Source: an optimization exercise on an open RTL-to-GDS flow (aim: small area). Production flows keep margins and buffers that such runs may drop.
Only simulation tests tie the RTL to the original design; equivalence was not proved.
No activity file was given, so power comes from the tool's default toggle rates.

==> design.v <==
module eno_uart(input wire clk,
		input wire rst,
		input wire [31:0] divider,
		input wire divider_access,
		input wire [7:0] tx_data,
		input wire tx_access,
		output wire [7:0] rx_data,
		input wire rx_access,
		output wire tx_idle,
		output wire rx_avail,
		output wire tx,
		input wire rx);
	reg [31:0] sample_divider;
	reg [31:0] sample_counter;
	wire counter_overflow = sample_counter == sample_divider;
	wire [31:0] next_counter = counter_overflow ?
					32'b0 : sample_counter + 1;
	wire sample_posedge =
		sample_counter == {1'b0, sample_divider[31:1]};
	always @ (posedge clk) begin
		if (~rst) begin
			sample_divider <= 32'hffffffff;
			sample_counter <= 32'h0;
		end else if (divider_access) begin
			sample_divider <= divider;
			sample_counter <= 32'h0;
		end else begin
			sample_counter <= next_counter;
		end
	end
	reg [9:0] tx_buf;
	reg [2:0] tx_counter;
	wire [2:0] next_tx_counter = sample_posedge ?
					tx_counter + 1 : tx_counter;
	wire [9:0] next_tx_buf = (next_tx_counter == 0) & sample_posedge ?
					{ 1'b0, tx_buf[9:1] } : tx_buf;
	wire tx_buf_valid = |tx_buf;
	assign tx_idle = ~tx_buf_valid;
	assign tx = tx_buf_valid ? tx_buf[0] : 1'b1;
	always @ (posedge clk) begin
		if (~rst) begin
			tx_buf <= 10'b0;
		end else if (tx_access & ~tx_buf_valid) begin
			tx_buf <= {1'b1, tx_data, 1'b0};
			tx_counter <= 3'h0;
		end else begin
			tx_buf <= next_tx_buf;
			tx_counter <= next_tx_counter;
		end
	end
	reg [7:0] rx_fifo[8];
	reg [2:0] rx_read_pos;
	reg [2:0] rx_write_pos;
	assign rx_avail = rx_read_pos != rx_write_pos;
	reg [9:0] rx_buf;
	reg [3:0] rx_bit_counter;
	reg [2:0] rx_sample_counter;
	wire rx_do_sample = sample_posedge & (rx_sample_counter == 3'd3);
	wire [3:0] next_rx_bit_counter = rx_bit_counter + 1;
	wire rx_ongoing = rx_bit_counter < 4'd10;
	wire rx_last_bit = next_rx_bit_counter == 4'd10;
	always @ (posedge clk) begin
		if (~rst) begin
			rx_bit_counter		<= 4'd10;
			rx_sample_counter	<= 3'b0;
		end else if (~rx_ongoing & ~rx) begin
			rx_bit_counter		<= 4'd0;
			rx_sample_counter	<= 3'b0;
		end else if (rx_do_sample & rx_ongoing) begin
			rx_bit_counter		<= next_rx_bit_counter;
			rx_sample_counter	<= rx_sample_counter + 1;
			rx_buf <= {rx, rx_buf[9:1]};
		end else if (sample_posedge & rx_ongoing) begin
			rx_sample_counter	<= rx_sample_counter + 1;
		end
	end
	assign rx_data = rx_fifo[rx_read_pos];
	always @ (posedge clk) begin
		if (~rst) begin
			rx_write_pos	<= 3'h0;
		end else if (sample_posedge & rx_last_bit & rx_do_sample) begin
			rx_write_pos		<= rx_write_pos + 1;
			rx_fifo[rx_write_pos]	<= rx_buf[9:2];
		end
		if (~rst) begin
			rx_read_pos	<= 3'h0;
		end else if (rx_access & rx_avail) begin
			rx_read_pos	<= rx_read_pos + 1;
		end
	end
endmodule
module weaksoc(input wire clk,
	       input wire rst_n,
	       input wire [31:0] bus_from_cpu,
	       output wire [31:0] bus_to_cpu,
	       input wire [31:0] bus_addr,
	       input wire bus_req,
	       output wire bus_ack,
	       input wire bus_wr,
	       input wire [3:0] bus_wr_mask,
	       output reg led,
	       output wire pin_tx, input wire pin_rx);
	wire rst = rst_n;
	wire access_brom	= bus_req & (bus_addr < 32'h00001000);
	wire access_led		= bus_req & (bus_addr == 32'h80000000);
	wire access_uart	= bus_req &
					(bus_addr >= 32'h90000000) &
					(bus_addr < 32'h90000010);
	reg [31:0] brom [0:255];
	wire [31:0] brom_data = brom[bus_addr[9:2]];
	initial $readmemh("brom.hex", brom);
	always @ (posedge clk) begin
		if (access_led & bus_wr & bus_wr_mask[0]) begin
			led <= bus_from_cpu[0];
		end
	end
	wire [3:0] uart_offset = bus_addr[3:0];
	wire is_uart_tx		= access_uart & (uart_offset == 4'h0);
	wire is_uart_rx 	= access_uart & (uart_offset == 4'h4);
	wire is_uart_div 	= access_uart & (uart_offset == 4'h8);
	wire is_uart_status	= access_uart & (uart_offset == 4'hc);
	wire [31:0] uart_rx;
	wire [31:0] uart_status;
	wire [31:0] uart_data	= ({32{is_uart_rx}} & uart_rx) |
				  ({32{is_uart_status}} & uart_status);
	assign uart_rx[31:8] = 24'b0;
	assign uart_status [31:2] = 30'b0;
	eno_uart eno_uart(
		.clk		(clk),
		.rst		(rst),
		.divider	(bus_from_cpu),
		.divider_access	(is_uart_div),
		.tx_data	(bus_from_cpu[7:0]),
		.tx_access	(is_uart_tx),
		.rx_data	(uart_rx[7:0]),
		.rx_access	(is_uart_rx),
		.tx_idle	(uart_status[0]),
		.rx_avail	(uart_status[1]),
		.tx		(pin_tx),
		.rx		(pin_rx));
	assign bus_ack = 1'b1;
	assign bus_to_cpu = ({32{access_brom}} & brom_data) |
			    ({32{access_uart}} & uart_data);
endmodule
==> brom.hex <==
900002b7
00828293
14500313
0062a023
00000517
05c50513
02c000ef
90000437
00c42283
0022f293
fe028ce3
00442303
00c42283
0012f293
fe028ce3
00642023
fe1ff06f
900002b7
00050303
00030e63
00c28383
0013f393
fe038ce3
0062a023
00150513
fe5ff06f
00008067
746f6f42
2e676e69
0d0a2e2e
00000000
00000000
00000000
00000000
00000000
00000000
00000000
00000000
00000000
00000000
00000000
00000000
00000000
00000000
00000000
00000000
00000000
00000000
00000000
00000000
00000000
00000000
00000000
00000000
00000000
00000000
00000000
00000000
00000000
00000000
00000000
00000000
00000000
00000000
00000000
00000000
00000000
00000000
00000000
00000000
00000000
00000000
00000000
00000000
00000000
00000000
00000000
00000000
00000000
00000000
00000000
00000000
00000000
00000000
00000000
00000000
00000000
00000000
00000000
00000000
00000000
00000000
00000000
00000000
00000000
00000000
00000000
00000000
00000000
00000000
00000000
00000000
00000000
00000000
00000000
00000000
00000000
00000000
00000000
00000000
00000000
00000000
00000000
00000000
00000000
00000000
00000000
00000000
00000000
00000000
00000000
00000000
00000000
00000000
00000000
00000000
00000000
00000000
00000000
00000000
00000000
00000000
00000000
00000000
00000000
00000000
00000000
00000000
00000000
00000000
00000000
00000000
00000000
00000000
00000000
00000000
00000000
00000000
00000000
00000000
00000000
00000000
00000000
00000000
00000000
00000000
00000000
00000000
00000000
00000000
00000000
00000000
00000000
00000000
00000000
00000000
00000000
00000000
00000000
00000000
00000000
00000000
00000000
00000000
00000000
00000000
00000000
00000000
00000000
00000000
00000000
00000000
00000000
00000000
00000000
00000000
00000000
00000000
00000000
00000000
00000000
00000000
00000000
00000000
00000000
00000000
00000000
00000000
00000000
00000000
00000000
00000000
00000000
00000000
00000000
00000000
00000000
00000000
00000000
00000000
00000000
00000000
00000000
00000000
00000000
00000000
00000000
00000000
00000000
00000000
00000000
00000000
00000000
00000000
00000000
00000000
00000000
00000000
00000000
00000000
00000000
00000000
00000000
00000000
00000000
00000000
00000000
00000000
00000000
00000000
00000000
00000000
00000000
00000000
00000000
00000000
00000000
00000000
00000000
00000000
00000000
00000000
00000000
00000000
00000000
00000000
==> run.sh <==
#!/bin/bash
# synth_recipe.tcl (not shown) runs the flow's synth.tcl, then flattens the netlist and writes it again
# the make line also repeats each setting of config.mk as NAME=value (left out here)
make -C /OpenROAD-flow-scripts/flow DESIGN_CONFIG=/design/flow/config.mk WORK_HOME=/design/flow/orfs CLKGATE_MAP_FILE= SYNTH_SCRIPT=/design/flow/synth_recipe.tcl finish
==> config.mk <==
export PLATFORM = sky130hd
export DESIGN_NAME = weaksoc
export DESIGN_NICKNAME = weaksoc
export VERILOG_FILES = /design/flow/design.v
export SDC_FILE = /design/flow/constraint.sdc
export NUM_CORES = 4
export LEC_CHECK = 0
export CAP_MARGIN = 20
export CORE_MARGIN = 2
export CORE_UTILIZATION = 40
export SLEW_MARGIN = 20
export SYNTH_MEMORY_MAX_BITS = 16384
==> constraint.sdc <==
create_clock -name core_clock -period 10.0 [get_ports {clk}]
set_input_delay 2.0000 -clock core_clock [delete_from_list [all_inputs] [get_ports {clk}]]
set_output_delay 2.0000 -clock core_clock [all_outputs]
set_load 0.01 [all_outputs]
==> results of run 1 <==
worst max path at each step:
| stage | startpoint | to | slack, ns |
|---|---|---|---|
| floorplan | bus_addr[3] | bus_to_cpu[15] | 4.22 |
| global placement | bus_addr[3] | bus_to_cpu[3] | 2.60 |
| detailed placement | bus_addr[3] | bus_to_cpu[3] | 2.65 |
| CTS | bus_addr[3] | bus_to_cpu[3] | 2.64 |
| global route | bus_addr[3] | bus_to_cpu[3] | 2.39 |
| finish | bus_addr[4] | bus_to_cpu[0] | 2.62 |
metal layers:
layer | wire length (um) | GRT usage [%] | share of wire, %
met1 | 10300 | 27.5 | 48
met2 | 9540 | 27.8 | 44
met3 | 1300 | 4.19 | 6.0
met4 | 338 | 5.79 | 1.6
met5 | 0 | 0 | 0
critical path: cells and delay by family:
family	cells	cell delay, ns
buffers and inverters	3	1.25
and+or+nand+nor	5	1.79
AOI/OAI and AO/OA	1	0.32
stage by stage:
stage	cell area [um2]	hold WS, ns	utilization, %	power (mW)
floorplan	8750	0.452	-	0.776
finish	10500	0.487	48.5	1.44
detailed placement	9910	0.477	45.8	0.821
global placement	9910	0.473	45.8	0.821
CTS	10500	0.487	48.5	1.45
global route	10500	0.515	48.5	1.49
synth_stat cells (3+ instances only):
master | n | area (um2)
a211oi_1 | 12 | 90.1
a21boi_1 | 5 | 37.5
a21o_1 | 4 | 30.0
a21oi_1 | 29 | 145
a22oi_1 | 8 | 60.1
a311oi_1 | 4 | 35.0
a31oi_1 | 4 | 25.0
and2_1 | 5 | 31.3
and3_1 | 8 | 50.1
and4_1 | 4 | 35.0
buf_1 | 6 | 22.5
buf_2 | 8 | 40.0
buf_4 | 3 | 22.5
buf_6 | 5 | 56.3
clkbuf_1 | 43 | 161
dfxtp_1 | 90 | 1800
edfxtp_1 | 76 | 2280
ha_1 | 16 | 200
inv_1 | 18 | 67.6
mux2i_1 | 15 | 150
mux4_2 | 16 | 360
nand2_1 | 108 | 405
nand2b_1 | 10 | 62.6
nand3_1 | 59 | 295
nand4_1 | 12 | 75.1
nor2_1 | 89 | 334
nor2b_1 | 14 | 87.6
nor3_1 | 16 | 80.1
nor3_2 | 3 | 30.0
nor4_1 | 19 | 119
nor4_2 | 4 | 50.1
o211ai_1 | 6 | 45.0
o21ai_0 | 22 | 110
o22ai_1 | 6 | 37.5
xnor2_1 | 26 | 228
xor2_1 | 79 | 692
layout make-up:
cell class | count | area, um2 | area share [%]
multi-input combinational | 646 | 4310 | 41.0
sequential | 166 | 4090 | 38.9
inverter | 18 | 67.6 | 0.644
timing repair buffer | 113 | 1100 | 10.5
tap | 280 | 350 | 3.34
clock inverter | 15 | 155 | 1.48
antenna | 1 | 2.50 | 0.0238
clock buffer | 17 | 425 | 4.05
layout by cell type (no fill, tap or decap), types with 4 or more instances in the layout:
master	count
nor3_2	6
a31oi_1	4
clkdlybuf4s50_1	102
inv_8	5
edfxtp_1	76
o22ai_1	6
a211oi_1	12
nor3_1	13
a21o_1	4
mux4_2	16
nand4_1	12
xor2_1	79
a311oi_1	4
nand3_1	59
ha_1	16
nand2b_1	10
dfxtp_1	89
and2_1	5
inv_1	18
buf_4	10
and3_1	8
a21boi_1	5
a21oi_1	29
mux2i_1	15
nand2_1	108
nor2b_1	14
nor2_1	89
xnor2_1	26
o21ai_0	22
and4_1	4
nor4_2	4
a22oi_1	8
o211ai_1	6
nor4_1	19
clkbuf_16	17
where the power goes:
part / total [mW] / internal [mW] / leakage, nW / switching, mW
registers: 0.709 / 0.706 / 1.41 / 0.00330
logic: 0.0971 / 0.0458 / 1.83 / 0.0513
clock network: 0.638 / 0.333 / 0.276 / 0.306
logic make-up (layout without fill, tap and decap cells):
kind of cell / Yosys count / after routing / share of synthesized area (%)
simple gates: 368 / 368 / 20.6
flops: 166 / 166 / 46.7
compound gates: 123 / 123 / 9.49
xor+xnor: 105 / 105 / 10.5
buf+inv: 83 / 163 / 4.23
mux: 33 / 33 / 6.09
fa+ha+maj: 16 / 16 / 2.29
other cells: 1 / 2 / 0.0429
state kept, by name, indices dropped and copies added, names as in the netlist, named ones only:
register                    cells
eno_uart.rx_bit_counter         4
eno_uart.rx_buf                 8
eno_uart.rx_fifo               64
eno_uart.rx_read_pos            3
eno_uart.rx_sample_counter      3
eno_uart.rx_write_pos           3
eno_uart.sample_counter        32
eno_uart.sample_divider        32
eno_uart.tx_buf                10
eno_uart.tx_counter             3
led                             1
==> qor.yml, run 1 <==
logic_synthesis:
  ys_types: 66
  synthesis.instances: 895
  synth_area_um2: 8750
  ys_ff_latch: 166
  synth-edff-count: 76
  synthFlopType: "dfxtp_1"
  ys_seq_area_share_pct: 46.7
  async_flop_share_pct: 0
  yosys_warnings: 2
  avgSynthCellArea_um2: 9.77
  synth.net_count: 984
critical_path:
  crit_path_top_delay_cell: "clkdlybuf4s50_1"
  timing.rr.end: "eno_uart.rx_fifo[7][1]"
  path_common_cell: "clkdlybuf4s50_1"
  cp.required_ns: 8.00
  timing.rr.start: "eno_uart.sample_counter[5]"
  worstPathArrival_ns: 5.38
  r2r_slack_ns: 6.83
  cpPeakStageDelay_ns: 0.56
  crit_chain: "clkdlybuf4s50_1 > buf_4 > nor2_1 > nand4_1 > nor3_2 > nand2_1 > o211a_1 > nor3_1 > clkdlybuf4s50_1"
  ff2ff_path_depth: 6
  end_kind: "primary output"
  worstPathMaxFanout: 49
  path_class: "input port to primary output"
  start_kind: "input port"
timing:
  setup_violations: 0
  max_slew.worst_pin.slew_ns: 0.999
  rsz0062_at_grt: "no"
  finalHoldViolations: 0
  finClkSkew_ns: 0.0147
  fin_setup_tns_ns: 0
  report.final.slew_viol_count: 0
  setup_slack_ns: 2.62
  min_period_ns: 7.38
  slew_headroom_pct: 33.4
  fmax_mhz: 136
  timing.final.crit_share_pct: 73.8
global_routing:
  antenna_found_initial: 1
  grt_max_degree: 64
  grt-ovfl-total: 0
  grt_pass1_wl_um: 34900
  grt_pass1_vias: 6434
  grt_usage_pct: 18.8
cts:
  clkTransAtPathRegs_ns: 0.06
  cts_sinks: 166
  htree_levels: 4
  postCtsHoldBufs: 0
  cts-buffers-inserted: 17
  ctsResizeCount: 0
  clock_latency_ns: 0.44
  clockBufferDepth: 2
  post_cts_buffers: 0
  cts_tree: "done"
  cts_root_buf: "clkbuf_16"
drt:
  vias_per_cell: 5.35
  wire_per_inst_um: 17.1
  via_count: 6724
  drc: 0
  totalWireLength_um: 21500
  detail_route.iter0.violations: 389
  ant_nets: 0
  drt-pass1-iter-count: 4
placed_design:
  gp_congestion: 0.891
  post-place-ws_ns: 2.65
  numPortBuffers: 103
  dpl.hpwl_um: 15200
  numPlacedInstances: 1223
job:
  drv_cap: 0
final_layout:
  areaGrowthSynthToFinish_pct: 20.0
  fillers: 2052
  drive_gt1_share_pct: 8.72
  final_cells: 1256
  finalNetCount: 1051
power_and_ir_drop:
  irDropWorstVdd_uv: 122
  cellLeakagePower_nw: 3.52
  powerDensity_nw_per_um2: 138
min_path:
  whs_endpoint: "eno_uart.tx_buf[5]"
  holdPathStages: 2
  hp-start: "eno_uart.tx_buf[5]"
  hold_path_class: "flop to flop"
die:
  fp.dieW_um: 152
  core_area_um2: 21600
  start_util_pct: 40.5
  die_height_um: 152
  num_rows: 54
  fp.dieArea_um2: 23100
  ios: 108
run_status:
  outcome: "finished clean"
==> run 2, diff against run 1 <==
==> design.v (replaced) <==
module eno_uart(input wire clk,
		input wire rst,
		input wire [31:0] divider,
		input wire divider_access,
		input wire [7:0] tx_data,
		input wire tx_access,
		output wire [7:0] rx_data,
		input wire rx_access,
		output wire tx_idle,
		output wire rx_avail,
		output wire tx,
		input wire rx);
	reg [31:0] ndiv;		 
	reg [30:0] cnt;
	reg half;			 
	reg fresh;			 
	wire [31:0] ndiv_next = ~rst ? 32'h0 :
				divider_access ? ~divider : ndiv;
	wire cnt_hi_ones = &cnt[30:1];
	wire half0_end = ~half & cnt_hi_ones & cnt[0];
	wire half1_end = half & cnt_hi_ones & (cnt[0] ^ ndiv[0]);
	wire cnt_load = ~rst | divider_access | half0_end | half1_end;
	wire sample_posedge = half0_end;
	always @ (posedge clk) begin
		ndiv	<= ndiv_next;
		cnt	<= cnt_load ? ndiv_next[31:1] : cnt + 31'd1;
		fresh	<= cnt_load;
		if (~rst | divider_access)
			half <= 1'b0;
		else if (half0_end)
			half <= ~ndiv[0] | ~fresh;
		else if (half1_end)
			half <= 1'b0;
	end
	reg [9:0] tx_buf;
	reg [2:0] tx_counter;
	wire tx_buf_valid = |tx_buf;
	wire tx_load = tx_access & ~tx_buf_valid;
	wire tx_shift = sample_posedge & (&tx_counter);
	assign tx_idle = ~tx_buf_valid;
	assign tx = tx_buf[0] | ~tx_buf_valid;
	always @ (posedge clk) begin
		if (~rst | tx_load | tx_shift)
			tx_buf <= {10{rst}} & ({1'b0, tx_buf[9:1]} |
				({10{tx_load}} & {1'b1, tx_data, 1'b0}));
		if (tx_load)
			tx_counter <= 3'h0;
		else if (sample_posedge)
			tx_counter <= tx_counter + 3'd1;
	end
	reg [2:0] rx_read_pos;
	reg [2:0] rx_write_pos;
	assign rx_avail = rx_read_pos != rx_write_pos;
	reg [7:0] rx_buf;
	reg [3:0] rx_bit_counter;
	reg [2:0] rx_sample_counter;
	wire rx_ongoing = rx_bit_counter < 4'd10;
	wire rx_start = ~rx_ongoing & ~rx;
	wire rx_do_sample = sample_posedge & (rx_sample_counter == 3'd3) &
			    rx_ongoing;
	wire rx_last_bit = rx_bit_counter == 4'd9;
	always @ (posedge clk) begin
		if (~rst)
			rx_bit_counter <= 4'd10;
		else if (rx_start)
			rx_bit_counter <= 4'd0;
		else if (rx_do_sample)
			rx_bit_counter <= rx_bit_counter + 4'd1;
		if (rx_start)
			rx_sample_counter <= 3'd0;
		else if (sample_posedge)
			rx_sample_counter <= rx_sample_counter + 3'd1;
		if (rx_do_sample)
			rx_buf <= {rx, rx_buf[7:1]};
	end
	wire rx_write = rst & rx_do_sample & rx_last_bit;
	reg [7:0] rx_fifo0, rx_fifo1, rx_fifo2, rx_fifo3,
		  rx_fifo4, rx_fifo5, rx_fifo6, rx_fifo7;
	always @ (posedge clk) begin
		if (rx_write & (rx_write_pos == 3'd0)) rx_fifo0 <= rx_buf;
		if (rx_write & (rx_write_pos == 3'd1)) rx_fifo1 <= rx_buf;
		if (rx_write & (rx_write_pos == 3'd2)) rx_fifo2 <= rx_buf;
		if (rx_write & (rx_write_pos == 3'd3)) rx_fifo3 <= rx_buf;
		if (rx_write & (rx_write_pos == 3'd4)) rx_fifo4 <= rx_buf;
		if (rx_write & (rx_write_pos == 3'd5)) rx_fifo5 <= rx_buf;
		if (rx_write & (rx_write_pos == 3'd6)) rx_fifo6 <= rx_buf;
		if (rx_write & (rx_write_pos == 3'd7)) rx_fifo7 <= rx_buf;
	end
	reg [7:0] rx_fifo_out;
	always @ (*) begin
		case (rx_read_pos)
		3'd0: rx_fifo_out = rx_fifo0;
		3'd1: rx_fifo_out = rx_fifo1;
		3'd2: rx_fifo_out = rx_fifo2;
		3'd3: rx_fifo_out = rx_fifo3;
		3'd4: rx_fifo_out = rx_fifo4;
		3'd5: rx_fifo_out = rx_fifo5;
		3'd6: rx_fifo_out = rx_fifo6;
		default: rx_fifo_out = rx_fifo7;
		endcase
	end
	assign rx_data = rx_fifo_out;
	always @ (posedge clk) begin
		if (~rst)
			rx_write_pos <= 3'h0;
		else if (rx_write)
			rx_write_pos <= rx_write_pos + 3'd1;
		if (~rst)
			rx_read_pos <= 3'h0;
		else if (rx_access & rx_avail)
			rx_read_pos <= rx_read_pos + 3'd1;
	end
endmodule
module weaksoc(input wire clk,
	       input wire rst_n,
	       input wire [31:0] bus_from_cpu,
	       output wire [31:0] bus_to_cpu,
	       input wire [31:0] bus_addr,
	       input wire bus_req,
	       output wire bus_ack,
	       input wire bus_wr,
	       input wire [3:0] bus_wr_mask,
	       output reg led,
	       output wire pin_tx, input wire pin_rx);
	wire rst = rst_n;
	wire access_brom	= bus_req & (bus_addr < 32'h00001000);
	wire access_led		= bus_req & (bus_addr == 32'h80000000);
	wire access_uart	= bus_req &
					(bus_addr >= 32'h90000000) &
					(bus_addr < 32'h90000010);
	reg [31:0] brom [0:255];
	wire [31:0] brom_data = brom[bus_addr[9:2]];
	initial $readmemh("brom.hex", brom);
	always @ (posedge clk) begin
		if (access_led & bus_wr & bus_wr_mask[0]) begin
			led <= bus_from_cpu[0];
		end
	end
	wire [3:0] uart_offset = bus_addr[3:0];
	wire is_uart_tx		= access_uart & (uart_offset == 4'h0);
	wire is_uart_rx 	= access_uart & (uart_offset == 4'h4);
	wire is_uart_div 	= access_uart & (uart_offset == 4'h8);
	wire is_uart_status	= access_uart & (uart_offset == 4'hc);
	wire [31:0] uart_rx;
	wire [31:0] uart_status;
	wire [31:0] uart_data	= ({32{is_uart_rx}} & uart_rx) |
				  ({32{is_uart_status}} & uart_status);
	assign uart_rx[31:8] = 24'b0;
	assign uart_status [31:2] = 30'b0;
	eno_uart eno_uart(
		.clk		(clk),
		.rst		(rst),
		.divider	(bus_from_cpu),
		.divider_access	(is_uart_div),
		.tx_data	(bus_from_cpu[7:0]),
		.tx_access	(is_uart_tx),
		.rx_data	(uart_rx[7:0]),
		.rx_access	(is_uart_rx),
		.tx_idle	(uart_status[0]),
		.rx_avail	(uart_status[1]),
		.tx		(pin_tx),
		.rx		(pin_rx));
	assign bus_ack = 1'b1;
	assign bus_to_cpu = ({32{access_brom}} & brom_data) |
			    ({32{access_uart}} & uart_data);
endmodule
==> flow/run.sh (new file) <==
#!/bin/bash
# Layout flow: the standard flow with two changes.
#  - synthesis maps logic with an area-oriented ABC script (flow/area.abc)
#    instead of ORFS's speed script; the registers are mapped before ABC
#    runs, so they are the standard synthesis's.
#  - ports are buffered with buf_1 rather than the buffer ORFS picks.
set -euo pipefail
W=$PWD
{
  echo 'proc abc {args} {'
  echo '  set i [lsearch $args -script]'
  echo "  set args [lreplace \$args \$i [expr {\$i+1}] -script $W/flow/area.abc]"
  echo '  yosys abc {*}$args'
  echo '}'
  cat synth_recipe.tcl
} > area_synth.tcl
sed "s|SYNTH_SCRIPT=[^ ]*|SYNTH_SCRIPT=$W/area_synth.tcl|" standard.sh > area_standard.sh
grep -q "SYNTH_SCRIPT=$W/area_synth.tcl" area_standard.sh
export BUFFER_PORTS_ARGS="-buffer_cell sky130_fd_sc_hd__buf_1"
export CTS_ARGS="-sink_clustering_enable -repair_clock_nets -buf_list sky130_fd_sc_hd__clkbuf_8 -dont_use_dummy_load"
bash area_standard.sh finish > flow_make.log 2>&1
==> flow/area.abc (new file) <==
strash
&get -n
&fraig -x
&put
scorr
dc2
dretime
strash
&get -n
&dch -f
&nf -p -F 10 -A 10 -a -R 1000
&put
==> standard.sh (new file) <==
#!/bin/bash
# synth_recipe.tcl (not shown) runs the flow's synth.tcl, then flattens the netlist and writes it again
# the make line also repeats each setting of config.mk as NAME=value (left out here)
make -C /OpenROAD-flow-scripts/flow DESIGN_CONFIG=/design/flow/config.mk WORK_HOME=/design/flow/orfs CLKGATE_MAP_FILE= SYNTH_SCRIPT=/design/flow/synth_recipe.tcl "${@:-finish}"
removed: run.sh
==> qor.yml, run 2 <==
final_layout:
  final_core_util_pct: 45.6  # -2.9 points
  num_antenna_cells: 0  # -1
  areaGrowthSynthToFinish_pct: 12.8
  final_cell_mix: "102 x buf_1, 99 x a21oi_1, 83 x edfxtp_1"
  largest_reg_flops: 32  # -50%
  top_register: "eno_uart.ndiv"
  fillers: 1795  # -13%
  reg_top3: "eno_uart.ndiv (32), eno_uart.cnt (31), eno_uart.tx_buf (10)"
  drive_gt1_share_pct: 3.17  # -5.5 points
  final_area_um2: 8450  # -19%
  final_common_cell: "buf_1"
  finalNetCount: 952  # -9.4%
global_routing:
  antenna_found_initial: 0  # -1
  grt_pass1_vias: 5638  # -12%
  grt_max_degree: 67  # +4.7%
  grt_usage_pct: 17.8  # -0.97 points
  grt-ovfl-total: 0  # unchanged
  grt_pass1_wl_um: 28400  # -19%
cts:
  clkTransAtPathRegs_ns: 0.05  # about the same
  htree_levels: 4  # unchanged
  cts_root_buf: "clkbuf_8"
  cts-buffers-inserted: 17  # unchanged
  post_cts_buffers: 0  # unchanged
  cts_sinks: 164  # -1.2%
  cts_tree: "done"
  clock_latency_ns: 0.45  # about the same
  postCtsHoldBufs: 0  # unchanged
  ctsResizeCount: 0  # unchanged
  clockBufferDepth: 2  # unchanged
job:
  drv_cap: 0  # unchanged
placed_design:
  placed_cell_area_um2: 8220  # -17%
  dpl.hpwl_um: 12200  # -19%
  numPortBuffers: 103  # unchanged
  gp_congestion: 0.906  # +1.7%
die:
  num_rows: 50  # -7.4%
  die_height_um: 141  # -7.3%
  core_area_um2: 18500  # -14%
  ios: 108  # unchanged
  fp.dieW_um: 141  # -7.3%
  fp.dieArea_um2: 19800  # -14%
  start_util_pct: 40.5  # about the same
timing:
  finalHoldViolations: 0  # unchanged
  report.final.slew_viol_count: 0  # unchanged
  timing.final.crit_share_pct: 66.7  # -7.1 points
  min_period_ns: 6.67  # -0.711 ns
  rsz0062_at_grt: "no"
  setup_violations: 0  # unchanged
  finClkSkew_ns: 0.0486  # +0.0339 ns
  max_slew.worst_pin.slew_ns: 1.03  # +0.0306 ns
  fin_setup_tns_ns: 0  # unchanged
  slew_headroom_pct: 30.7  # -2.7 points
  hold_ws_ns: 0.499  # +0.0126 ns
  fmax_mhz: 150  # +11%
logic_synthesis:
  avgSynthCellArea_um2: 10.3  # +5.6%
  synth.net_count: 825  # -16%
  synth_most_common_cell: "a21oi_1"
  ys_types: 56  # -15%
  synthesis.instances: 726  # -19%
  synth_area_um2: 7490  # -14%
  yosys_warnings: 2  # unchanged
  async_flop_share_pct: 0  # unchanged
  yosys.area.top_type_share_pct: 33.3  # +7.2 points
  synth_commonest_cells: "99 x a21oi_1, 83 x edfxtp_1, 81 x dfxtp_1"
  netlist_top_cells_area: "edfxtp_1 33%, dfxtp_1 22%, a21oi_1 6.6%, ha_1 4.3%, o21ai_0 3.7%"
  synthFlopType: "edfxtp_1"
  ys_ff_latch: 164  # -1.2%
  synth-edff-count: 83  # +9.2%
  ys_seq_area_share_pct: 54.9  # +8.2 points
  post-synth-top-area-cell: "edfxtp_1"
power_and_ir_drop:
  cellLeakagePower_nw: 2.86  # -19%
  irDropWorstVdd_uv: 79.5  # -35%
  powerDensity_nw_per_um2: 136  # -0.90%
min_path:
  hold_path_class: "flop to flop"
  hp-start: "eno_uart.tx_counter[2]"
drt:
  vias_per_cell: 5.54  # +3.5%
  totalWireLength_um: 17700  # -18%
  drc: 0  # unchanged
  detail_route.iter0.violations: 393  # +1.0%
  wire_per_inst_um: 16.3  # -4.7%
  via_count: 6014  # -11%
  drt-pass1-iter-count: 6  # +2
  ant_nets: 0  # unchanged
critical_path:
  cp.required_ns: 8.00  # about the same
  cp-startpoint: "bus_addr[12]"
  worstPathArrival_ns: 4.67  # -0.71 ns
  end_kind: "primary output"
  timing.rr.start: "eno_uart.cnt[11]"
  start_kind: "input port"
  path_class: "input port to primary output"
  worstPathMaxFanout: 9  # -82%
run_status:
  outcome: "finished clean"
## run 2: cell count changes after synthesis, moves of 16 or more
cell	previous run	this run
o21ai_0	22	55
a21oi_1	29	99
inv_1	18	0
mux4_2	16	0
clkinv_1	0	16
nor2_1	89	65
nand3_1	59	22
xor2_1	79	15
nand2_1	108	58
clkbuf_1	43	0
## run 2: metal layers
layer	global-route usage, %	part of all wire [%]
met5	0	0
met4	5.68	1.4
met3	3.74	5.6
met2	29.4	47
met1	23.6	46
## run 2: kinds of logic after synthesis
group,synth area share (%)
other cells,0.0501
mux,0.551
buf+inv,0.902
fa+ha+maj,4.34
xor+xnor,3.04
compound gates,19.5
flops,54.9
simple gates,16.7
## run 2: critical path: stages
cell      delay (ns)
buf_1           0.08
nor4_1          0.28
nand2_1         0.08
nor4_1          0.15
and3_1          0.28
nand3_1         0.13
nor4_1          0.61
nand3_1         0.45
o221ai_1        0.41
buf_1           0.19
## run 2: worst paths after layout
| path | to | slack (ns) | cells after the start |
|---|---|---|---|
| max | bus_to_cpu[1] | 3.33 | 10 |
| min | eno_uart.tx_counter[2] | 0.50 | 2 |
| max reg2reg | eno_uart.rx_fifo0[0] | 6.63 | 9 |
| min reg2reg | eno_uart.tx_counter[2] | 0.50 | 2 |
## run 2: final cells by class
cell class / instances / area [um2] / share of cell area, %
inverter: 16 / 60.1 / 0.711
clock buffer: 17 / 234 / 2.77
multi-input combinational: 545 / 3320 / 39.3
tap: 234 / 293 / 3.46
timing repair buffer: 109 / 433 / 5.12
sequential: 164 / 4110 / 48.7
## run 2: report_power, final
part | internal (mW) | switching (mW)
clock network | 0.150 | 0.197
logic | 0.0310 | 0.0517
registers | 0.711 | 0.0115
## run 2: stage by stage
step	power, mW	setup WS (ns)	std cells
final	1.15	3.33	1085
after global routing	1.20	2.97	1085
after CTS	1.16	3.30	1085
after detailed placement	0.819	3.29	1068
after global placement	0.819	3.34	1068
after floorplan	0.782	4.14	726
==> run 3, diff against run 2 <==
--- a/design.v
+++ b/design.v
@@ -51,40 +51,37 @@
 	reg [2:0] rx_read_pos;
 	reg [2:0] rx_write_pos;
 	assign rx_avail = rx_read_pos != rx_write_pos;
-	reg [7:0] rx_buf;
-	reg [3:0] rx_bit_counter;
+	reg [9:0] rx_buf;
 	reg [2:0] rx_sample_counter;
-	wire rx_ongoing = rx_bit_counter < 4'd10;
+	wire rx_ongoing = |rx_buf;
 	wire rx_start = ~rx_ongoing & ~rx;
 	wire rx_do_sample = sample_posedge & (rx_sample_counter == 3'd3) &
 			    rx_ongoing;
-	wire rx_last_bit = rx_bit_counter == 4'd9;
+	wire rx_last_bit = rx_buf[0];
 	always @ (posedge clk) begin
 		if (~rst)
-			rx_bit_counter <= 4'd10;
+			rx_buf <= 10'b0;
 		else if (rx_start)
-			rx_bit_counter <= 4'd0;
+			rx_buf <= 10'b10_0000_0000;
 		else if (rx_do_sample)
-			rx_bit_counter <= rx_bit_counter + 4'd1;
+			rx_buf <= rx_last_bit ? 10'b0 : {rx, rx_buf[9:1]};
 		if (rx_start)
 			rx_sample_counter <= 3'd0;
 		else if (sample_posedge)
 			rx_sample_counter <= rx_sample_counter + 3'd1;
-		if (rx_do_sample)
-			rx_buf <= {rx, rx_buf[7:1]};
 	end
 	wire rx_write = rst & rx_do_sample & rx_last_bit;
 	reg [7:0] rx_fifo0, rx_fifo1, rx_fifo2, rx_fifo3,
 		  rx_fifo4, rx_fifo5, rx_fifo6, rx_fifo7;
 	always @ (posedge clk) begin
-		if (rx_write & (rx_write_pos == 3'd0)) rx_fifo0 <= rx_buf;
-		if (rx_write & (rx_write_pos == 3'd1)) rx_fifo1 <= rx_buf;
-		if (rx_write & (rx_write_pos == 3'd2)) rx_fifo2 <= rx_buf;
-		if (rx_write & (rx_write_pos == 3'd3)) rx_fifo3 <= rx_buf;
-		if (rx_write & (rx_write_pos == 3'd4)) rx_fifo4 <= rx_buf;
-		if (rx_write & (rx_write_pos == 3'd5)) rx_fifo5 <= rx_buf;
-		if (rx_write & (rx_write_pos == 3'd6)) rx_fifo6 <= rx_buf;
-		if (rx_write & (rx_write_pos == 3'd7)) rx_fifo7 <= rx_buf;
+		if (rx_write & (rx_write_pos == 3'd0)) rx_fifo0 <= rx_buf[9:2];
+		if (rx_write & (rx_write_pos == 3'd1)) rx_fifo1 <= rx_buf[9:2];
+		if (rx_write & (rx_write_pos == 3'd2)) rx_fifo2 <= rx_buf[9:2];
+		if (rx_write & (rx_write_pos == 3'd3)) rx_fifo3 <= rx_buf[9:2];
+		if (rx_write & (rx_write_pos == 3'd4)) rx_fifo4 <= rx_buf[9:2];
+		if (rx_write & (rx_write_pos == 3'd5)) rx_fifo5 <= rx_buf[9:2];
+		if (rx_write & (rx_write_pos == 3'd6)) rx_fifo6 <= rx_buf[9:2];
+		if (rx_write & (rx_write_pos == 3'd7)) rx_fifo7 <= rx_buf[9:2];
 	end
 	reg [7:0] rx_fifo_out;
 	always @ (*) begin
--- a/flow/run.sh
+++ b/flow/run.sh
@@ -17,5 +17,5 @@
 sed "s|SYNTH_SCRIPT=[^ ]*|SYNTH_SCRIPT=$W/area_synth.tcl|" standard.sh > area_standard.sh
 grep -q "SYNTH_SCRIPT=$W/area_synth.tcl" area_standard.sh
 export BUFFER_PORTS_ARGS="-buffer_cell sky130_fd_sc_hd__buf_1"
-export CTS_ARGS="-sink_clustering_enable -repair_clock_nets -buf_list sky130_fd_sc_hd__clkbuf_8 -dont_use_dummy_load"
+export CTS_ARGS="-sink_clustering_enable -repair_clock_nets -buf_list sky130_fd_sc_hd__clkbuf_8 -dont_use_dummy_load -sink_clustering_size 30 -sink_clustering_max_diameter 200"
 bash area_standard.sh finish > flow_make.log 2>&1
==> flow/area.abc (replaced) <==
strash
&get -n
&fraig -x
&put
scorr
dc2
dretime
strash
&get -n
&deepsyn -T 60
&dch -f
&nf -p -F 10 -A 10 -a -R 1000
&put
==> qor.yml, run 3 <==
timing:
  slew_headroom_pct: 30.9  # +0.14 points
  finClkSkew_ns: 0.0329  # -0.0157 ns
  report.final.slew_viol_count: 0  # unchanged
  fin_setup_tns_ns: 0  # unchanged
  max_slew.worst_pin.slew_ns: 1.03  # -0.000775 ns
  setup_violations: 0  # unchanged
  fmax_mhz: 149  # -0.86%
  finalHoldViolations: 0  # unchanged
  timing.final.crit_share_pct: 67.3  # +0.58 points
  hold_ws_ns: 0.450  # -0.0496 ns
  min_period_ns: 6.73  # +0.0579 ns
  rsz0062_at_grt: "no"
power_and_ir_drop:
  cellLeakagePower_nw: 2.82  # -1.5%
  powerDensity_nw_per_um2: 136  # -0.53%
  irDropWorstVdd_uv: 79.1  # -0.57%
critical_path:
  timing.rr.start: "eno_uart.cnt[0]"
  cpPeakStageDelay_ns: 0.55  # -0.06 ns
  crit_chain: "buf_1 > or4_1 > nor4_1 > nor2b_1 > nor2b_1 > o21ai_0 > nor2_1 > nand2_1 > a221o_1 > o21ai_0 > buf_1"
  start_kind: "input port"
  crit_path_top_delay_cell: "or4_1"
  worstPathArrival_ns: 4.73  # +0.06 ns
  r2r_slack_ns: 6.24  # -0.39 ns
  worstPathMaxFanout: 8  # -1
  ff2ff_path_depth: 11  # +2
  path_class: "input port to primary output"
  end_kind: "primary output"
  timing.rr.end: "eno_uart.rx_fifo3[4]"
  cp.required_ns: 8.00  # about the same
final_layout:
  drive_gt1_share_pct: 3.27  # +0.10 points
  largest_reg_flops: 32  # unchanged
  areaGrowthSynthToFinish_pct: 13.5
  num_antenna_cells: 0  # unchanged
  final_cell_mix: "118 x nand2_1, 103 x buf_1, 87 x dfxtp_1"
  final_common_cell: "nand2_1"
  top_register: "eno_uart.ndiv"
  finalNetCount: 924  # -2.9%
  reg_top3: "eno_uart.ndiv (32), eno_uart.cnt (31)"
drt:
  totalWireLength_um: 18100  # +1.9%
  ant_nets: 0  # unchanged
  drc: 0  # unchanged
  detail_route.iter0.violations: 486  # +24%
  drt-pass1-iter-count: 6  # unchanged
  wire_per_inst_um: 17.2  # +5.3%
  vias_per_cell: 5.62  # +1.5%
  via_count: 5905  # -1.8%
logic_synthesis:
  async_flop_share_pct: 0  # unchanged
  synth_most_common_cell: "nand2_1"
  yosys.area.top_type_share_pct: 31.4  # -1.9 points
  ys_seq_area_share_pct: 55.7  # +0.79 points
  ys_ff_latch: 162  # -1.2%
  ys_types: 49  # -13%
  synth-edff-count: 75  # -9.6%
  avgSynthCellArea_um2: 10.3  # -0.17%
  synthFlopType: "dfxtp_1"
  post-synth-top-area-cell: "edfxtp_1"
  netlist_top_cells_area: "edfxtp_1 31%, dfxtp_1 24%, nand2_1 6.2%, o21ai_0 5.7%, ha_1 4.2%"
  synth_commonest_cells: "118 x nand2_1, 87 x dfxtp_1, 81 x o21ai_0"
  yosys_warnings: 2  # unchanged
  synth_area_um2: 7170  # -4.3%
  synthesis.instances: 696  # -4.1%
  synth.net_count: 793  # -3.9%
placed_design:
  dpl.hpwl_um: 13200  # +7.9%
  gp_congestion: 0.866  # -4.3%
  numPortBuffers: 103  # unchanged
global_routing:
  antenna_found_initial: 0  # unchanged
  grt_pass1_vias: 5497  # -2.5%
  globalRoute.busiestLayer: "met2"
  grt_pass1_wl_um: 28100  # -1.0%
  grt_usage_pct: 19.2  # +1.3 points
  use_met1_pct: 25.8  # +2.2 points
  gr-usage-met2_pct: 30.6  # +1.2 points
  gr-usage-met3_pct: 4.28  # +0.54 points
  grt-ovfl-total: 0  # unchanged
  grt_max_degree: 63  # -6.0%
die:
  num_rows: 48  # -4.0%
  ios: 108  # unchanged
  start_util_pct: 41.2  # +0.71 points
  fp.dieArea_um2: 19000  # -4.2%
  die_height_um: 138  # -2.1%
  core_area_um2: 17400  # -5.9%
  fp.dieW_um: 138  # -2.1%
min_path:
  hp-start: "eno_uart.tx_counter[1]"
  hold_path_class: "flop to flop"
  whs_endpoint: "eno_uart.tx_counter[1]"
  holdPathStages: 2  # unchanged
run_status:
  outcome: "finished clean"
cts:
  cts_sinks: 162  # -1.2%
  ctsResizeCount: 0  # unchanged
  postCtsHoldBufs: 0  # unchanged
  clockBufferDepth: 2  # unchanged
  cts_tree: "done"
  clock_latency_ns: 0.46  # about the same
  post_cts_buffers: 0  # unchanged
  cts-buffers-inserted: 17  # unchanged
  clkTransAtPathRegs_ns: 0.06  # about the same
  htree_levels: 4  # unchanged
  cts_root_buf: "clkbuf_8"
job:
  drv_cap: 0  # unchanged
[run 3: where the power goes]
| group | switching, mW | internal [mW] | total (mW) |
|---|---|---|---|
| registers | 0.00376 | 0.693 | 0.697 |
| clock network | 0.196 | 0.150 | 0.346 |
| logic | 0.0411 | 0.0208 | 0.0619 |
| total | 0.241 | 0.864 | 1.10 |
[run 3: layer usage]
metal	vias up	wire, um
met2	226	8330
met1	2759	8110
met4	0	308
li1	2892	-
met3	28	1310
met5	-	0
[run 3: cell families (layout without fill, tap and decap cells)]
family,Yosys count,after routing,synth area share [%]
compound gates,192,192,17.5
fa+ha+maj,24,24,4.19
mux,2,2,0.297
buf+inv,16,145,0.890
simple gates,272,272,18.1
flops,162,162,55.7
xor+xnor,27,27,3.30
other cells,1,1,0.0523
[run 3: worst max-delay path by stage]
| stage | cells after the start | slack (ns) | from | end |
|---|---|---|---|---|
| final | 11 | 3.27 | bus_addr[16] | bus_to_cpu[6] |
| after global routing | 11 | 3.05 | bus_addr[16] | bus_to_cpu[6] |
| after CTS | 11 | 3.29 | bus_addr[16] | bus_to_cpu[6] |
| after detailed placement | 11 | 3.30 | bus_addr[16] | bus_to_cpu[6] |
| after global placement | 11 | 3.31 | bus_addr[16] | bus_to_cpu[6] |
| after floorplan | 9 | 3.96 | bus_addr[16] | bus_to_cpu[6] |
[run 3: cell type report]
type                       count  area (um2)
multi-input combinational    518        3110
timing repair buffer         113         462
clock buffer                  17         234
fill                        1676        9280
sequential                   162        3990
tap                          225         282
inverter                      15        56.3
[run 3: critical path: cells and delay by family]
family | cells | cell delay (ns)
simple gates | 6 | 1.84
compound gates | 3 | 0.65
buf+inv | 2 | 0.24
[run 3: metrics by stage]
step | instances | cell area [um2] | util (%) | power, mW | setup slack [ns]
4_1_cts | 1050 | 8140 | 46.7 | 1.11 | 3.29
5_1_grt | 1050 | 8140 | 46.7 | 1.15 | 3.05
3_3_place_gp | 1033 | 7910 | 45.4 | 0.772 | 3.31
6_report | 1050 | 8140 | 46.7 | 1.10 | 3.27
3_5_place_dp | 1033 | 7910 | 45.4 | 0.773 | 3.30
2_1_floorplan | 696 | 7170 | - | 0.742 | 3.96
==> run 4, diff against run 3 <==
--- a/flow/run.sh
+++ b/flow/run.sh
@@ -17,5 +17,5 @@
 sed "s|SYNTH_SCRIPT=[^ ]*|SYNTH_SCRIPT=$W/area_synth.tcl|" standard.sh > area_standard.sh
 grep -q "SYNTH_SCRIPT=$W/area_synth.tcl" area_standard.sh
 export BUFFER_PORTS_ARGS="-buffer_cell sky130_fd_sc_hd__buf_1"
-export CTS_ARGS="-sink_clustering_enable -repair_clock_nets -buf_list sky130_fd_sc_hd__clkbuf_8 -dont_use_dummy_load -sink_clustering_size 30 -sink_clustering_max_diameter 200"
+export CTS_ARGS="-sink_clustering_enable -repair_clock_nets -buf_list sky130_fd_sc_hd__clkbuf_8 -dont_use_dummy_load"
 bash area_standard.sh finish > flow_make.log 2>&1
--- a/config.mk
+++ b/config.mk
@@ -7,6 +7,6 @@
 export LEC_CHECK = 0
 export CAP_MARGIN = 20
 export CORE_MARGIN = 2
-export CORE_UTILIZATION = 40
+export CORE_UTILIZATION = 55
 export SLEW_MARGIN = 20
 export SYNTH_MEMORY_MAX_BITS = 16384
==> qor.yml, run 4 <==
logic_synthesis:
  ys_seq_area_share_pct: 55.7  # unchanged
  yosys_warnings: 2  # unchanged
  synth_commonest_cells: "118 x nand2_1, 87 x dfxtp_1, 81 x o21ai_0"
  synthFlopType: "dfxtp_1"
  async_flop_share_pct: 0  # unchanged
  synth_most_common_cell: "nand2_1"
  post-synth-top-area-cell: "edfxtp_1"
  ys_ff_latch: 162  # unchanged
  synth-edff-count: 75  # unchanged
  avgSynthCellArea_um2: 10.3  # unchanged
  ys_types: 49  # unchanged
  synthesis.instances: 696  # unchanged
  synth.net_count: 793  # unchanged
  synth_area_um2: 7170  # unchanged
  yosys.area.top_type_share_pct: 31.4  # unchanged
  netlist_top_cells_area: "edfxtp_1 31%, dfxtp_1 24%, nand2_1 6.2%, o21ai_0 5.7%, ha_1 4.2%"
cts:
  cts_root_buf: "clkbuf_8"
  cts_tree: "done"
  cts_sinks: 162  # unchanged
  ctsResizeCount: 0  # unchanged
  clock_latency_ns: 0.46  # about the same
  postCtsHoldBufs: 0  # unchanged
  cts-buffers-inserted: 17  # unchanged
  clkTransAtPathRegs_ns: 0.05  # about the same
  clockBufferDepth: 2  # unchanged
  post_cts_buffers: 0  # unchanged
  htree_levels: 4  # unchanged
timing:
  report.final.slew_viol_count: 0  # unchanged
  finalHoldViolations: 0  # unchanged
  fmax_mhz: 149  # +0.11%
  timing.final.crit_share_pct: 67.2  # -0.074 points
  finClkSkew_ns: 0.0322  # -0.000650 ns
  min_period_ns: 6.72  # -0.00744 ns
  rsz0062_at_grt: "no"
  fin_setup_tns_ns: 0  # unchanged
  setup_violations: 0  # unchanged
  slew_headroom_pct: 32.0  # +1.2 points
  max_slew.worst_pin.slew_ns: 1.01  # -0.0180 ns
die:
  num_rows: 41  # -15%
  core_area_um2: 12700  # -27%
  ios: 108  # unchanged
  fp.dieW_um: 118  # -14%
  start_util_pct: 56.6  # +15 points
  fp.dieArea_um2: 14000  # -27%
  die_height_um: 118  # -14%
critical_path:
  worstPathMaxFanout: 13  # +5
  cp.required_ns: 8.00  # about the same
  path_class: "input port to primary output"
  end_kind: "primary output"
  worstPathArrival_ns: 4.72  # about the same
  start_kind: "input port"
drt:
  totalWireLength_um: 17400  # -3.8%
  via_count: 5864  # -0.69%
  wire_per_inst_um: 17.5  # +1.7%
  drc: 0  # unchanged
  detail_route.iter0.violations: 613  # +26%
  vias_per_cell: 5.90  # +4.9%
  ant_nets: 0  # unchanged
  drt-pass1-iter-count: 5  # -1
run_status:
  outcome: "finished clean"
global_routing:
  grt-ovfl-total: 0  # unchanged
  grt_pass1_vias: 5753  # +4.7%
  grt_max_degree: 46  # -27%
  grt_usage_pct: 25.6  # +6.5 points
  grt_pass1_wl_um: 28200  # +0.34%
  antenna_found_initial: 0  # unchanged
min_path:
  hold_path_class: "flop to flop"
placed_design:
  gp_congestion: 0.887  # +2.3%
  dpl.hpwl_um: 12200  # -7.7%
  placed_cell_area_um2: 7820  # -1.0%
  numPortBuffers: 103  # unchanged
final_layout:
  final_area_um2: 8060  # -1.0%
  largest_reg_flops: 32  # unchanged
  finalNetCount: 921  # -0.32%
  drive_gt1_share_pct: 3.04  # -0.23 points
  top_register: "eno_uart.ndiv"
  reg_top3: "eno_uart.ndiv (32), eno_uart.cnt (31)"
  areaGrowthSynthToFinish_pct: 12.4
  final_cell_mix: "118 x nand2_1, 103 x buf_1, 87 x dfxtp_1"
  fillers: 1106  # -34%
  final_common_cell: "nand2_1"
  num_antenna_cells: 0  # unchanged
power_and_ir_drop:
  cellLeakagePower_nw: 2.80  # -0.48%
  irDropWorstVdd_uv: 117  # +48%
  powerDensity_nw_per_um2: 137  # +1.1%
job:
  drv_cap: 0  # unchanged
-- run 4: cell count changes in the layout (fill, tap and decap cells not counted), sizes merged --
cell / previous run / this run
buf: 113 / 110
-- run 4: final cells by class --
| type | count | area [um2] | share of cell area, % |
|---|---|---|---|
| flip-flops and latches | 162 | 3990 | 49.6 |
| multi-input cells | 518 | 3120 | 38.7 |
| repair buffers | 110 | 439 | 5.45 |
| clock buffers | 17 | 234 | 2.90 |
| well taps | 172 | 215 | 2.67 |
| inverters | 15 | 56.3 | 0.699 |
-- run 4: power breakdown --
| part | switching [mW] | leakage (nW) | internal, mW | total (mW) |
|---|---|---|---|---|
| Sequential | 0.00351 | 1.54 | 0.693 | 0.696 |
| Clock | 0.199 | 0.122 | 0.150 | 0.349 |
| Combinational | 0.0396 | 1.14 | 0.0202 | 0.0599 |
-- run 4: metal layers --
metal  vias up  wire, um  GRT usage, %
li1       2872         -             -
met1      2794      7390          32.5
met2       164      8880          43.5
met3        34       772          5.02
met4         0       338          9.49
met5         -         0             0
-- run 4: final timing paths --
kind | startpoint | slack [ns] | cells past startpoint | endpoint
max | bus_addr[3] | 3.28 | 8 | bus_to_cpu[3]
min | eno_uart.tx_counter[2] | 0.45 | 2 | eno_uart.tx_counter[2]
max reg2reg | eno_uart.cnt[0] | 6.20 | 11 | eno_uart.rx_fifo3[3]
min reg2reg | eno_uart.tx_counter[2] | 0.45 | 2 | eno_uart.tx_counter[2]
-- run 4: worst max-delay path: stages --
cell      delay, ns
buf_1          0.48
clkinv_1       0.47
ha_1           0.49
a22oi_1        0.34
a21boi_0       0.43
o22ai_1        0.13
o21bai_1       0.21
buf_1          0.17
-- run 4: logic make-up (layout without fill, tap and decap cells) --
group / count (synthesis) / in the layout / synth area share, %
AO/OA/AOI/OAI: 192 / 192 / 17.5
AND/OR/NAND/NOR: 272 / 272 / 18.1
multiplexers: 2 / 2 / 0.297
buffers and inverters: 16 / 142 / 0.890
flip-flops: 162 / 162 / 55.7
XOR/XNOR: 27 / 27 / 3.30
adder cells (fa/ha/maj): 24 / 24 / 4.19
other: 1 / 1 / 0.0523
-- run 4: stage by stage --
step / cells / power [mW] / util [%] / hold WS, ns / setup WS, ns
floorplan: 696 / 0.742 / - / 0.420 / 3.96
global placement: 977 / 0.769 / 61.7 / 0.430 / 3.35
detailed placement: 977 / 0.770 / 61.7 / 0.443 / 3.34
CTS: 994 / 1.11 / 63.6 / 0.452 / 3.34
global route: 994 / 1.15 / 63.6 / 0.463 / 2.94
finish: 994 / 1.11 / 63.6 / 0.455 / 3.28
==> run 5, diff against run 4 <==
--- a/config.mk
+++ b/config.mk
@@ -7,6 +7,6 @@
 export LEC_CHECK = 0
 export CAP_MARGIN = 20
 export CORE_MARGIN = 2
-export CORE_UTILIZATION = 55
+export CORE_UTILIZATION = 50
 export SLEW_MARGIN = 20
 export SYNTH_MEMORY_MAX_BITS = 16384
==> qor.yml, run 5 <==
drt:
  drt-pass1-iter-count: 7  # +2
  totalWireLength_um: 17400  # +0.36%
  vias_per_cell: 5.77  # -2.2%
  via_count: 5782  # -1.4%
  wire_per_inst_um: 17.4  # -0.44%
  drc: 0  # unchanged
  ant_nets: 0  # unchanged
  detail_route.iter0.violations: 540  # -12%
timing:
  timing.final.crit_share_pct: 67.6  # +0.41 points
  rsz0062_at_grt: "no"
  report.final.slew_viol_count: 0  # unchanged
  fin_setup_tns_ns: 0  # unchanged
  fmax_mhz: 148  # -0.61%
  setup_slack_ns: 3.24  # -0.0413 ns
  finalHoldViolations: 0  # unchanged
  finClkSkew_ns: 0.0320  # -0.000205 ns
  min_period_ns: 6.76  # +0.0413 ns
  slew_headroom_pct: 30.0  # -2.0 points
  max_slew.worst_pin.slew_ns: 1.04  # +0.0299 ns
  setup_violations: 0  # unchanged
die:
  fp.dieW_um: 124  # +4.7%
  fp.dieArea_um2: 15300  # +9.7%
  die_height_um: 124  # +4.7%
  start_util_pct: 51.5  # -5.1 points
  num_rows: 43  # +4.9%
  ios: 108  # unchanged
  core_area_um2: 13900  # +10%
critical_path:
  timing.rr.end: "eno_uart.rx_fifo3[0]"
  timing.rr.start: "eno_uart.cnt[0]"
  cpPeakStageDelay_ns: 0.54  # +0.05 ns
  worstPathArrival_ns: 4.76  # +0.04 ns
  end_kind: "primary output"
  r2r_slack_ns: 6.08  # -0.12 ns
  crit_path_top_delay_cell: "or4_1"
  ff2ff_path_depth: 11  # unchanged
  start_kind: "input port"
  cp.required_ns: 8.00  # about the same
  worstPathMaxFanout: 8  # -5
  path_class: "input port to primary output"
  crit_chain: "buf_1 > or4_1 > nor4_1 > nor2b_1 > nor2b_1 > o21ai_0 > nor2_1 > nand2_1 > a221o_1 > o21ai_0 > buf_1"
placed_design:
  numPortBuffers: 103  # unchanged
  post-place-ws_ns: 3.26  # -0.0891 ns
  dpl.hpwl_um: 12300  # +0.85%
  gp_congestion: 0.902  # +1.7%
job:
  drv_cap: 0  # unchanged
final_layout:
  fillers: 1278  # +16%
  num_antenna_cells: 0  # unchanged
  largest_reg_flops: 32  # unchanged
  regArea_um2: 3990  # unchanged
  finalNetCount: 921  # unchanged
  reg_top3: "eno_uart.ndiv (32), eno_uart.cnt (31)"
  drive_gt1_share_pct: 3.04  # unchanged
  final_common_cell: "nand2_1"
  top_register: "eno_uart.ndiv"
  multiInputGateArea_um2: 3120  # unchanged
  final_cell_mix: "118 x nand2_1, 103 x buf_1, 87 x dfxtp_1"
  areaGrowthSynthToFinish_pct: 12.5
cts:
  post_cts_buffers: 0  # unchanged
  clockBufferDepth: 2  # unchanged
  cts_tree: "done"
  cts_root_buf: "clkbuf_8"
  cts-buffers-inserted: 17  # unchanged
  htree_levels: 4  # unchanged
  cts_sinks: 162  # unchanged
  clkTransAtPathRegs_ns: 0.05  # about the same
  ctsResizeCount: 0  # unchanged
  clock_latency_ns: 0.43  # -0.03 ns
  postCtsHoldBufs: 0  # unchanged
logic_synthesis:
  synth_most_common_cell: "nand2_1"
  ys_types: 49  # unchanged
  yosys_warnings: 2  # unchanged
  avgSynthCellArea_um2: 10.3  # unchanged
  yosys.area.top_type_share_pct: 31.4  # unchanged
  synthesis.instances: 696  # unchanged
  ys_seq_area_share_pct: 55.7  # unchanged
  synthFlopType: "dfxtp_1"
  synth.net_count: 793  # unchanged
  ys_ff_latch: 162  # unchanged
  synth-edff-count: 75  # unchanged
  synth_area_um2: 7170  # unchanged
  async_flop_share_pct: 0  # unchanged
  synth_commonest_cells: "118 x nand2_1, 87 x dfxtp_1, 81 x o21ai_0"
  netlist_top_cells_area: "edfxtp_1 31%, dfxtp_1 24%, nand2_1 6.2%, o21ai_0 5.7%, ha_1 4.2%"
  post-synth-top-area-cell: "edfxtp_1"
global_routing:
  antenna_found_initial: 0  # unchanged
  grt-ovfl-total: 0  # unchanged
  grt_max_degree: 40  # -13%
  grt_pass1_vias: 5588  # -2.9%
  grt_pass1_wl_um: 27900  # -1.2%
  grt_usage_pct: 23.8  # -1.8 points
min_path:
  holdPathStages: 2  # unchanged
  hold_path_class: "flop to flop"
  whs_endpoint: "eno_uart.tx_counter[1]"
  hp-start: "eno_uart.tx_counter[1]"
power_and_ir_drop:
  powerDensity_nw_per_um2: 137  # -0.25%
  p_clk_share_pct: 31.4  # -0.2 points
  irDropWorstVdd_uv: 98.2  # -16%
  p_comb_share_pct: 5.5  # about the same
  p_int_mw: 0.863  # about the same
  seqPwrFrac_pct: 63.1  # about the same
  cellLeakagePower_nw: 2.80  # about the same
  p_total_mw: 1.10  # -0.13%
  switching_power_mw: 0.241  # -0.76%
  switching_share_pct: 21.8  # -0.14 points
run_status:
  outcome: "finished clean"
run 5: cell counts after synthesis:
Identical to the previous run, type by type.
run 5: worst max-delay path by stage:
stage	start	end	slack, ns	cells past startpoint
floorplan	bus_addr[16]	bus_to_cpu[6]	3.96	9
global placement	bus_addr[16]	bus_to_cpu[6]	3.30	11
finish	bus_addr[16]	bus_to_cpu[6]	3.24	11
CTS	bus_addr[16]	bus_to_cpu[6]	3.27	11
global route	bus_addr[16]	bus_to_cpu[6]	2.95	11
detailed placement	bus_addr[16]	bus_to_cpu[6]	3.26	11
run 5: critical path: cells and delay by family:
family	cells	cell delay (ns)
simple gates	6	1.86
compound gates	3	0.66
buf+inv	2	0.23
run 5: per-stage QoR:
step	util [%]	std cells	hold WS [ns]	instance area (um2)
finish	57.9	1002	0.450	8070
global route	57.9	1002	0.497	8070
CTS	57.9	1002	0.450	8070
detailed placement	56.2	985	0.441	7830
global placement	56.2	985	0.430	7830
floorplan	-	696	0.420	7170
run 5: kinds of logic (layout without fill, tap and decap cells):
group	count (synthesis)	count (layout)	synth area share (%)
multiplexers	2	2	0.297
AND/OR/NAND/NOR	272	272	18.1
buffers and inverters	16	142	0.890
AO/OA/AOI/OAI	192	192	17.5
XOR/XNOR	27	27	3.30
adder cells (fa/ha/maj)	24	24	4.19
other	1	1	0.0523
flip-flops	162	162	55.7
run 5: power by group through the flow:
stage	Sequential [mW]	Clock, mW	Combinational, mW
floorplan	0.710	0	0.0316
global placement	0.711	0	0.0589
detailed placement	0.711	0	0.0598
CTS	0.697	0.356	0.0600
global route	0.697	0.381	0.0670
finish	0.697	0.347	0.0606
run 5: layout make-up:
class | count | area share (%)
timing repair buffer | 110 | 5.44
sequential | 162 | 49.5
clock buffer | 17 | 2.90
tap | 180 | 2.79
inverter | 15 | 0.698
multi-input combinational | 518 | 38.7
run 5: per-layer routing:
metal	GRT usage [%]	wire, um	vias to the layer above	share of wire (%)
met5	0	0	-	0
met4	8.52	260	0	1.5
met3	3.89	718	23	4.1
met2	40.3	8740	140	50
met1	30.9	7720	2741	44
li1	-	-	2878	-
==> run 6, diff against run 5 <==
--- a/config.mk
+++ b/config.mk
@@ -7,6 +7,6 @@
 export LEC_CHECK = 0
 export CAP_MARGIN = 20
 export CORE_MARGIN = 2
-export CORE_UTILIZATION = 50
+export CORE_UTILIZATION = 45
 export SLEW_MARGIN = 20
 export SYNTH_MEMORY_MAX_BITS = 16384
==> qor.yml, run 6 <==
logic_synthesis:
  async_flop_share_pct: 0  # unchanged
  ys_ff_latch: 162  # unchanged
  synthFlopType: "dfxtp_1"
  synth_area_um2: 7170  # unchanged
  ys_seq_area_share_pct: 55.7  # unchanged
  ys_types: 49  # unchanged
  synth-edff-count: 75  # unchanged
  synth_most_common_cell: "nand2_1"
  avgSynthCellArea_um2: 10.3  # unchanged
  yosys_warnings: 2  # unchanged
  yosys.area.top_type_share_pct: 31.4  # unchanged
  synthesis.instances: 696  # unchanged
  synth_commonest_cells: "118 x nand2_1, 87 x dfxtp_1, 81 x o21ai_0"
  post-synth-top-area-cell: "edfxtp_1"
  netlist_top_cells_area: "edfxtp_1 31%, dfxtp_1 24%, nand2_1 6.2%, o21ai_0 5.7%, ha_1 4.2%"
  synth.net_count: 793  # unchanged
critical_path:
  r2r_slack_ns: 6.27  # +0.19 ns
  end_kind: "primary output"
  worstPathArrival_ns: 4.79  # +0.03 ns
  timing.rr.end: "eno_uart.rx_fifo3[7]"
  ff2ff_path_depth: 11  # unchanged
  timing.rr.start: "eno_uart.cnt[0]"
  cp.required_ns: 8.00  # about the same
  start_kind: "input port"
  path_class: "input port to primary output"
  worstPathMaxFanout: 8  # unchanged
cts:
  htree_levels: 4  # unchanged
  clock_latency_ns: 0.44  # about the same
  cts_root_buf: "clkbuf_8"
  cts_tree: "done"
  postCtsHoldBufs: 0  # unchanged
  cts_sinks: 162  # unchanged
  ctsResizeCount: 0  # unchanged
  clockBufferDepth: 2  # unchanged
  clkTransAtPathRegs_ns: 0.05  # about the same
  cts-buffers-inserted: 17  # unchanged
  post_cts_buffers: 0  # unchanged
min_path:
  hold_path_class: "flop to flop"
  holdPathStages: 2  # unchanged
  whs_endpoint: "eno_uart.tx_counter[2]"
  hp-start: "eno_uart.tx_counter[2]"
timing:
  fmax_mhz: 147  # -0.50%
  finClkSkew_ns: 0.0219  # -0.0101 ns
  report.final.slew_viol_count: 0  # unchanged
  fin_setup_tns_ns: 0  # unchanged
  slew_headroom_pct: 29.9  # -0.18 points
  max_slew.worst_pin.slew_ns: 1.04  # +0.00339 ns
  rsz0062_at_grt: "no"
  min_period_ns: 6.79  # +0.0342 ns
  finalHoldViolations: 0  # unchanged
  setup_violations: 0  # unchanged
  timing.final.crit_share_pct: 67.9  # +0.34 points
final_layout:
  num_antenna_cells: 0  # unchanged
  areaGrowthSynthToFinish_pct: 13.1
  fillers: 1500  # +17%
  finalNetCount: 920  # -0.11%
  regArea_um2: 3990  # unchanged
  final_core_util_pct: 51.6  # -6.3 points
  largest_reg_flops: 32  # unchanged
  drive_gt1_share_pct: 3.05  # +0.0037 points
  final_cell_mix: "118 x nand2_1, 103 x buf_1, 87 x dfxtp_1"
  multiInputGateArea_um2: 3120  # +0.16%
  final_area_um2: 8110  # +0.53%
  final_cells: 1037  # +3.5%
  top_register: "eno_uart.ndiv"
  reg_top3: "eno_uart.ndiv (32), eno_uart.cnt (31)"
  final_common_cell: "nand2_1"
die:
  die_height_um: 130  # +5.2%
  ios: 108  # unchanged
  num_rows: 46  # +7.0%
  fp.dieW_um: 130  # +5.2%
  fp.dieArea_um2: 17000  # +11%
  core_area_um2: 15700  # +13%
  start_util_pct: 45.6  # -5.8 points
power_and_ir_drop:
  cellLeakagePower_nw: 2.80  # -0.15%
  powerDensity_nw_per_um2: 135  # -1.0%
  irDropWorstVdd_uv: 82.5  # -16%
drt:
  detail_route.iter0.violations: 464  # -14%
  ant_nets: 0  # unchanged
  wire_per_inst_um: 17.3  # -0.60%
  drt-pass1-iter-count: 5  # -2
  totalWireLength_um: 17900  # +2.9%
  vias_per_cell: 5.65  # -2.0%
  via_count: 5863  # +1.4%
  drc: 0  # unchanged
placed_design:
  numPlacedInstances: 1020  # +3.6%
  dpl.hpwl_um: 12700  # +3.7%
  numPortBuffers: 103  # unchanged
  gp_congestion: 0.911  # +1.1%
  placed_cell_area_um2: 7870  # +0.48%
global_routing:
  grt_pass1_wl_um: 28400  # +1.7%
  antenna_found_initial: 0  # unchanged
  grt_usage_pct: 21.4  # -2.4 points
  grt-ovfl-total: 0  # unchanged
  grt_max_degree: 39  # -2.5%
  grt_pass1_vias: 5582  # -0.11%
run_status:
  outcome: "finished clean"
job:
  drv_cap: 0  # unchanged
[run 6: cell counts after synthesis]
Identical to the previous run, type by type.
[run 6: worst max-delay path by stage]
stage	start	endpoint	slack, ns	depth (start not counted)
global route	bus_addr[16]	bus_to_cpu[6]	2.89	11
global placement	bus_addr[16]	bus_to_cpu[6]	3.26	11
finish	bus_addr[16]	bus_to_cpu[6]	3.21	11
CTS	bus_addr[16]	bus_to_cpu[6]	3.23	11
detailed placement	bus_addr[16]	bus_to_cpu[6]	3.24	11
floorplan	bus_addr[16]	bus_to_cpu[6]	3.96	9
[run 6: where the power goes]
| group | total [mW] | internal [mW] | switching, mW |
|---|---|---|---|
| Clock | 0.341 | 0.150 | 0.191 |
| Combinational | 0.0611 | 0.0203 | 0.0407 |
| Sequential | 0.697 | 0.693 | 0.00371 |
[run 6: layout make-up]
class	count	area share, %
Sequential cell	162	49.3
Multi-Input combinational cell	518	38.5
Timing Repair Buffer	109	5.32
Tap cell	216	3.33
Clock buffer	17	2.89
Inverter	15	0.694
[run 6: logic make-up after synthesis]
group	synth area share, %
adder cells (fa/ha/maj)	4.19
AND/OR/NAND/NOR	18.1
flip-flops	55.7
AO/OA/AOI/OAI	17.5
XOR/XNOR	3.30
other	0.0523
multiplexers	0.297
buffers and inverters	0.890
[run 6: through the flow]
stage	setup slack, ns	hold WS, ns	power, mW
floorplan	3.96	0.420	0.742
global placement	3.26	0.428	0.770
detailed placement	3.24	0.452	0.771
CTS	3.23	0.458	1.11
global route	2.89	0.489	1.14
finish	3.21	0.454	1.10
[run 6: routing by layer]
layer | vias up | wire, um | global-route usage [%]
li1 | 2869 | - | -
met1 | 2777 | 7910 | 27.7
met2 | 197 | 8710 | 36.0
met3 | 20 | 1090 | 4.67
met4 | 0 | 220 | 6.70
met5 | - | 0 | 0
[run 6: worst max-delay path: stages]
cell	delay (ns)
buf_1	0.06
or4_1	0.54
nor4_1	0.31
nor2b_1	0.23
nor2b_1	0.52
o21ai_0	0.34
nor2_1	0.16
nand2_1	0.10
a221o_1	0.27
o21ai_0	0.08
buf_1	0.17

port drivers added, routing unchanged:
No port has a modelled driver above. Below, the same layouts with a new extraction and two added sets of constraints.
Step 1, drivers: a clkbuf_16 drives clk and a buf_2 each remaining input, both assumed.
Step 2 also shifts input and output timing later by t, the mid clock arrival at the registers, as if the neighbouring blocks saw the same clock.
Three values: ideal ports, drivers, drivers and shift; two values: the first two.
run	t (ns)	setup WS [ns]	worst setup path after step 2	worst register clock-pin slew, ns
run 1	0.472	2.620 / 2.593 / 2.593	input to output	0.08 / 0.08
run 2	0.464	3.331 / 3.311 / 3.311	input to output	0.10 / 0.10
run 3	0.477	3.273 / 3.253 / 3.253	input to output	0.09 / 0.09
run 4	0.472	3.281 / 3.252 / 3.252	input to output	0.09 / 0.09
run 5	0.461	3.239 / 3.214 / 3.214	input to output	0.10 / 0.10
run 6	0.462	3.205 / 3.184 / 3.184	input to output	0.08 / 0.08
After both steps every run listed still meets setup and hold. The setup slack of run 4, which loses most, moves by -0.029 ns with the drivers and by -0.029 ns with both steps.
